What follows belongs to an exercise in optimizing a design on an open flow for small area and a short achievable clock period; a production flow would make more cautious choices.
In this exercise RTL edits were held to simulation tests only and were not proved equivalent to the original.

## flow/design.v (module list and top-level ports; edited modules follow where they fit)
// module mul64_multi: 1461 lines
// module fa: 4 lines
// module ha: 4 lines
// module bdig: 5 lines
// module ctlnext: 14 lines
// module pgc: 4 lines
// module xr2: 3 lines
// module opi: 4 lines
// module opig: 3 lines
// module opn: 4 lines
// module opng: 3 lines
module mul64_multi(input clk, input [63:0] A, B, output reg [127:0] Y, output done);
  // ...
==> flow/flow/run.sh <==
#!/bin/bash
set -euo pipefail
bash standard.sh SETUP_SLACK_MARGIN=7.0 finish > flow_make.log 2>&1
==> flow/standard.sh <==
#!/bin/bash
# synth_recipe.tcl (not shown) runs the flow's synth.tcl, then flattens the netlist and writes it again
# the make line also repeats each setting of config.mk as NAME=value (left out here)
make -C /OpenROAD-flow-scripts/flow DESIGN_CONFIG=/design/flow/config.mk WORK_HOME=/design/flow/orfs CLKGATE_MAP_FILE= SYNTH_SCRIPT=/design/flow/synth_recipe.tcl "${@:-finish}"
==> flow/config.mk <==
export PLATFORM = sky130hd
export DESIGN_NAME = mul64_multi
export DESIGN_NICKNAME = mul64_multi
export VERILOG_FILES = /design/flow/design.v
export SDC_FILE = /design/flow/constraint.sdc
export NUM_CORES = 4
export LEC_CHECK = 0
export CAP_MARGIN = 20
export CORE_MARGIN = 2
export CORE_UTILIZATION = 60
export SLEW_MARGIN = 20
export SYNTH_HIERARCHICAL = 1
==> flow/constraint.sdc <==
create_clock -name core_clock -period 12.0 [get_ports {clk}]
set_input_delay 2.4000 -clock core_clock [delete_from_list [all_inputs] [get_ports {clk}]]
set_output_delay 2.4000 -clock core_clock [all_outputs]
set_load 0.01 [all_outputs]
==> flow_summary.yaml, run 1 <==
run_status:
  outcome: "timing/DRC/antenna clean"
synth:
  yosysMostFrequentCell: "xnor2_1"
  ys_async_sr_fraction: 0
  netlist.area_leader.share: 0.257
  ys_ff_latch: 287
grt:
  grt_use_met3: 0.146
  grt_pass1_wl_microns: 206000
  track_usage: 0.476
  grt_max_degree: 78
layout:
  post-route-cell-area_sq_um: 42800
  reg_top3: "Y x128, A_r x64, B_r x64"
  drive_gt1_frac: 0.236
  inverters: 52
  layout.nets: 4167
setup_path:
  reg2reg_slack_ns: 6.76
  cp-end-kind: "register"
  crit_chain: "buf_12 -> clkbuf_16 -> a22oi_1 -> xnor2_1 -> ha_1 -> fa_1 -> fa_1 -> fa_1 -> fa_2 -> nor2_4 -> nor2_4 -> nand2_2 -> nor2_4 -> nand2_2 -> nor2_4 -> nand2_1 -> o21ai_4 -> inv_1 -> o21ai_1 -> xor2_1"
cts:
  clk_pin_slew_ns: 0.07
  cts_tree: "yes"
  clk_path_buf_depth: 3
placement:
  gp_congestion: 1.00
  dp.cells: 4074
routing:
  wl_met3_microns: 21300
  top_layer: "met5"
  avgRoutedWirePerCell_microns: 35.0
floorplanning:
  core_sq_um: 57600
  initial_core_util: 0.607
sta:
  final.setup.tns_ns: 0
  setup_viol: 0
hold_path:
  hold_class: "reg2reg"
==> run 2, diff against run 1 <==
==> flow/flow/run.sh (replaced) <==
#!/bin/bash
set -euo pipefail
bash standard.sh SETUP_SLACK_MARGIN=6.5 finish > flow_make.log 2>&1
--- a/flow/config.mk
+++ b/flow/config.mk
@@ -7,6 +7,7 @@
 export LEC_CHECK = 0
 export CAP_MARGIN = 20
 export CORE_MARGIN = 2
-export CORE_UTILIZATION = 60
+export CORE_UTILIZATION = 70
+export CTS_BUF_LIST = sky130_fd_sc_hd__clkbuf_4 sky130_fd_sc_hd__clkbuf_8
 export SLEW_MARGIN = 20
 export SYNTH_HIERARCHICAL = 1
==> flow_summary.yaml, run 2 <==
run_status:
  outcome: "timing/DRC/antenna clean"
layout:
  syn2layout_area_growth_pct: 14.4
  regMostFlops: "Y"
  n_fill_cell: 2964
  seqCellArea_sq_um: 7230
  reg_top3: "Y x128, A_r x64, B_r x64"
  largest_reg_flops: 128
  post-route-cell-area_sq_um: 40000
  final_common_cell: "xnor2_1"
  layout_common_cells: "xnor2_1, a22oi_1, fa_1"
  multi_input_area_sq_um: 26400
  layout.nets: 4107
  drive_gt1_frac: 0.168
routing:
  via_per_inst: 7.55
  antenna_left: 0
  avgRoutedWirePerCell_microns: 34.0
  wirelength_microns: 141000
  drt_iter0_drc: 5232
  first_pass_iters: 11
  via_count: 31400
  drcViolationCount: 0
synth:
  syn_inst: 3341
  netlist.area_leader.share: 0.257
  yosysSeqAreaShare: 0.201
  ys_top_cells_by_area: "fa_1, xnor2_1, edfxtp_1"
  syn-cell-area_sq_um: 34900
  ys_types: 34
  yosysMostFrequentCell: "xnor2_1"
  ys_ff_latch: 287
  synth_top_area_cell: "fa_1"
  synth_commonest_cells: "xnor2_1, a22oi_1, fa_1, nand2_1, nor2_1"
  synth_edf_count: 129
  yosys_warnings: 8
  synth_top_flop_cell: "dfxtp_1"
  ys_async_sr_fraction: 0
  syn_area_per_cell_sq_um: 10.5
floorplanning:
  ios: 258
  initial_core_util: 0.711
  fp.dieW_microns: 227
  rows: 81
  die_y_microns: 227
  core_sq_um: 49200
  die_area_sq_um: 51700
cts:
  cts_inserted_buffers: 53
  cts_tree: "yes"
  clk_path_buf_depth: 3
  cts-root-buf: "clkbuf_8"
  htree_levels: 2
  clk_pin_slew_ns: 0.06
  cts_hold_buffers: 0
  cts.sinks: 287
  clk_latency_ns: 0.76
sta:
  clock.fmax_mhz: 182
  tightest_slew_ns: 1.22
  final.setup.tns_ns: 0
  hold_viol: 0
  clock_skew_ns: 0.101
  period_needed_ns: 5.48
  drv_slew: 0
  setup_viol: 0
  rsz0062_at_grt: "yes"
  slew_headroom: 0.181
  fin_crit_sh: 0.457
hold_path:
  hold_class: "reg2reg"
grt:
  grt_max_degree: 70
  grt_pass1_wl_microns: 198000
  grt_use_met3: 0.236
  grtUsageMet1: 0.619
  antenna_found_initial: 10
  grt_pass1_vias: 31200
  top_usage_layer: "met2"
  grt_use_met2: 0.757
  overflow: 0
  track_usage: 0.530
setup_path:
  crit_fanout: 32
  crit_type: "reg2reg"
  cp-end-kind: "register"
  required_ns: 12.49
  critPathArrivalTime_ns: 5.97
  startpoint_type: "register"
placement:
  gp_congestion: 1.06
  port_buffers: 257
  placed_area_sq_um: 37100
  dp_hpwl_microns: 86500
run:
  drv_cap: 0
run 2: cell types whose count changed in the layout (fill, tap and decap cells not counted), moves of 40 or more:
cell / previous run / this run
clkbuf_8: 6 / 63
nor2_4: 70 / 3
clkbuf_16: 53 / 6
buf_4: 90 / 49
nor2_1: 56 / 140
nand2_1: 150 / 190
run 2: cell type report:
| cell class | instances | share of cell area |
|---|---|---|
| multi-input combinational | 2683 | 0.660 |
| sequential | 287 | 0.181 |
| timing repair buffer | 366 | 0.105 |
| clock buffer | 82 | 0.0253 |
| tap | 664 | 0.0208 |
| inverter | 52 | 0.00507 |
| clock inverter | 18 | 0.00347 |
| antenna | 6 | 0.000376 |
run 2: worst paths after layout:
| check | startpoint | to | slack [ns] | cells after the start |
|---|---|---|---|---|
| setup / recovery | ctl0[0] | Y[127] | 6.52 | 19 |
| hold reg to reg | Y[45] | Y[29] | 0.45 | 0 |
| setup reg to reg | ctl0[0] | Y[127] | 6.52 | 19 |
| hold / removal | Y[45] | Y[29] | 0.45 | 0 |
run 2: timing repair:
action	in CTS	in global routing
gates cloned	0	5
setup buffers	45	28
pin swaps	0	1
resized for setup	117	81
endpoints found under the setup margin	63	43
run 2: per-stage QoR:
stage          std cells  hold WS [ns]  setup slack (ns)  utilization
6_report            4158         0.450              6.52        0.813
3_3_place_gp        3974         0.427              5.85        0.755
3_5_place_dp        3974         0.436              5.70        0.755
5_1_grt             4152         0.458              6.43        0.813
4_1_cts             4119         0.451              6.48        0.800
2_1_floorplan       3349         0.424              6.19            -
run 2: Yosys stat by module, one instance, submodules excluded, excerpt:
module       area (sq um)  flops+latches  cells
bdig                 41.3              0      5
ctlnext               403              0     29
fa                   20.0              0      1
ha                   12.5              0      1
mul64_multi         20000            287   2042
opi                  12.5              0      2
opig                 8.76              0      1
opn                  12.5              0      2
opng                 5.00              0      1
xr2                  8.76              0      1
run 2: cell families after synthesis:
logic type               after synthesis  synth area share
AO/OA/AOI/OAI                        856             0.193
XOR/XNOR                             808             0.204
adder cells (fa/ha/maj)              535             0.288
AND/OR/NAND/NOR                      450            0.0543
buffers and inverters                379            0.0501
flip-flops                           287             0.201
multiplexers                          24           0.00978
other                                  2          0.000215
run 2: worst max-delay path: stages (launching register included):
cell and delay, ns:
dfxtp_4 0.44, buf_16 0.25, a22oi_1 0.14, xnor2_1 0.29
ha_1 0.32, fa_1 0.40, fa_1 0.43, fa_1 0.48
fa_1 0.59, nor2_1 0.10, nor2_2 0.22, nand2_1 0.24
nor2_2 0.24, nand2_1 0.14, nor2_1 0.23, nand2_1 0.09
o21ai_2 0.27, inv_1 0.10, o21ai_1 0.17, xor2_1 0.08
run 2: per-layer routing:
layer / vias to the layer above / share of wire
met2: 3452 / 0.41
met1: 15000 / 0.31
met4: 11 / 0.11
met3: 1149 / 0.17
li1: 11800 / -
met5: - / 0.00072
==> run 3, diff against run 2 <==
==> flow/flow/run.sh (replaced) <==
#!/bin/bash
set -euo pipefail
K=(SETUP_SLACK_MARGIN=6.8 "BUFFER_PORTS_ARGS=-buffer_cell sky130_fd_sc_hd__buf_1")
bash standard.sh "${K[@]}" synth > flow_synth.log 2>&1
N=orfs/results/sky130hd/mul64_multi/base/1_2_yosys.v
sed -i -E 's/sky130_fd_sc_hd__(a21oi|o21ai|o22ai|a22oi|mux2|xnor2|xor2|nor4|nand4|and2b|and2)_[2-8] /sky130_fd_sc_hd__\1_1 /g' $N
bash standard.sh "${K[@]}" finish > flow_make.log 2>&1
--- a/flow/config.mk
+++ b/flow/config.mk
@@ -8,6 +8,5 @@
 export CAP_MARGIN = 20
 export CORE_MARGIN = 2
 export CORE_UTILIZATION = 70
-export CTS_BUF_LIST = sky130_fd_sc_hd__clkbuf_4 sky130_fd_sc_hd__clkbuf_8
 export SLEW_MARGIN = 20
 export SYNTH_HIERARCHICAL = 1
==> flow_summary.yaml, run 3 <==
run_status:
  outcome: "timing/DRC/antenna clean"
hold_path:
  min-delay-start: "Y[34]"
  hold_class: "reg2reg"
  hold_depth: 0
  min_to: "Y[18]"
grt:
  grt_pass1_vias: 30800
  track_usage: 0.527
  antenna_found_initial: 10
  overflow: 0
  grt_pass1_wl_microns: 194000
  grt_max_degree: 67
cts:
  cts_hold_buffers: 0
  cts-root-buf: "clkbuf_16"
  htree_levels: 2
  cts_tree: "yes"
  clk_pin_slew_ns: 0.06
  clk_latency_ns: 0.62
  cts_inserted_buffers: 35
  clk_path_buf_depth: 3
  cts.sinks: 287
setup_path:
  cp_slowest_cell: "dfxtp_2"
  reg2reg_slack_ns: 6.61
  crit_chain: "a22oi_1 -> xnor2_1 -> ha_1 -> fa_2 -> fa_1 -> fa_1 -> fa_1 -> nor2_1 -> nor2_2 -> nand2_2 -> nor2_2 -> nand2_1 -> nor2_2 -> nand2_1 -> o21ai_4 -> inv_1 -> o21ai_1 -> xor2_1"
  r2r_end: "Y[121]"
  r2r_cells: 18
  crit_fanout: 18
  cp-end-kind: "register"
  critPathArrivalTime_ns: 5.74
  r2r_start: "A_r[45]"
  crit_type: "reg2reg"
  startpoint_type: "register"
  required_ns: 12.36
  slowest_delay_ns: 0.65
sta:
  rsz0062_at_grt: "yes"
  setup_viol: 0
  drv_slew: 0
  fin_crit_sh: 0.449
  clock_skew_ns: 0.0405
  clock.fmax_mhz: 186
  tightest_slew_ns: 1.11
  slew_headroom: 0.258
  period_needed_ns: 5.39
  holdWs_ns: 0.445
  final.setup.tns_ns: 0
  hold_viol: 0
layout:
  layout.nets: 4104
  n_fill_cell: 2990
  fin_cells: 4090
  reg_top3: "Y x128, A_r x64, B_r x64"
  final_common_cell: "xnor2_1"
  syn2layout_area_growth_pct: 13.3
  drive_gt1_frac: 0.140
  utilization: 0.805
  regMostFlops: "Y"
  largest_reg_flops: 128
  layout_common_cells: "xnor2_1, a22oi_1, fa_1"
routing:
  drt_iter0_drc: 5413
  antenna_left: 0
  via_count: 31500
  avgRoutedWirePerCell_microns: 35.0
  via_per_inst: 7.71
  drcViolationCount: 0
  first_pass_iters: 11
  wirelength_microns: 143000
floorplanning:
  ios: 258
  rows: 80
  die_area_sq_um: 50300
  initial_core_util: 0.710
  die_y_microns: 224
  core_sq_um: 47800
  fp.dieW_microns: 224
synth:
  syn_inst: 3341
  syn_area_per_cell_sq_um: 10.2
  syn-cell-area_sq_um: 34000
  yosys_warnings: 8
placement:
  port_buffers: 257
  dp_hpwl_microns: 85900
  gp_congestion: 1.03
  dp.cells: 3933
run:
  drv_cap: 0
[run 3: stage by stage]
stage / setup slack, ns / instance area [sq um]
2_1_floorplan: 6.19 / 34100
6_report: 6.61 / 38500
3_3_place_gp: 5.89 / 34500
4_1_cts: 6.73 / 36900
3_5_place_dp: 5.77 / 34500
5_1_grt: 6.61 / 38500
[run 3: layout make-up]
class | count | area, sq um | area share
clock buffer | 43 | 946 | 0.0246
tap | 615 | 769 | 0.0200
clock inverter | 21 | 216 | 0.00562
timing repair buffer | 381 | 2910 | 0.0756
antenna | 8 | 20.0 | 0.000520
inverter | 52 | 198 | 0.00514
multi-input combinational | 2683 | 26200 | 0.680
sequential | 287 | 7270 | 0.189
[run 3: critical path: cells and delay by family, from the launching register on]
| family | cells | cell delay (ns) |
|---|---|---|
| buffers and inverters | 1 | 0.08 |
| adders and majority gates | 5 | 2.21 |
| AOI/OAI and AO/OA | 3 | 0.65 |
| xor gates and xnor gates | 2 | 0.37 |
| DFF | 1 | 0.65 |
| and+or+nand+nor | 7 | 1.17 |
[run 3: per-layer routing]
layer  global-route usage  wire, microns  vias to the layer above
li1                     -              -                    11800
met3                0.229          25900                     1178
met1                0.626          44100                    15000
met4                0.391          15900                       12
met5                    0            149                        -
met2                0.762          57000                     3625
[run 3: what timing repair did]
item | CTS | global route
gates cloned | 1 | 18
pin swaps | 0 | 32
setup endpoints to repair | 89 | 61
buffers inserted | 43 | 23
gates resized for setup | 173 | 271
[run 3: worst max-delay path by stage]
stage / startpoint / to / slack, ns
floorplan: st[0] / Htop / 6.19
CTS: A_r[1] / Y[107] / 6.73
global placement: ctl0[0] / Y[107] / 5.89
detailed placement: ctl0[0] / Y[107] / 5.77
global route: ctl0[5] / Y[127] / 6.61
finish: A_r[45] / Y[121] / 6.61

## re-timing with driven ports
The results above use ideal ports. As a check the final layouts listed here were re-extracted and re-timed, cells and wires unchanged.
Step 1 sets driving cells, clkbuf_16 on the clock port and buf_2 on the other inputs (assumed; they add their load-dependent delay and slew).
Step 2 times the ports against the registers' clock, not the clock port: input delays grow and output delays shrink by t, the midpoint of the rising clock arrivals with the driver on.
Three values: ideal, step 1, step 2; two values: the first two.
| run | t, ns | setup slack, ns | latest minus earliest clock arrival (ns) | worst register clock-pin slew, ns |
|---|---|---|---|---|
| run 1 | 0.663 | 6.760 / 6.760 / 6.248 | 0.030 / 0.029 | 0.07 / 0.07 |
| run 2 | 0.772 | 6.516 / 6.516 / 5.915 | 0.101 / 0.101 | 0.08 / 0.08 |
| run 3 | 0.663 | 6.613 / 6.613 / 6.230 | 0.041 / 0.041 | 0.07 / 0.07 |
After both steps setup and hold are still met in every run listed. The setup slack of run 2, which loses most, moves by 0.000 ns with the drivers and by -0.601 ns with both steps.
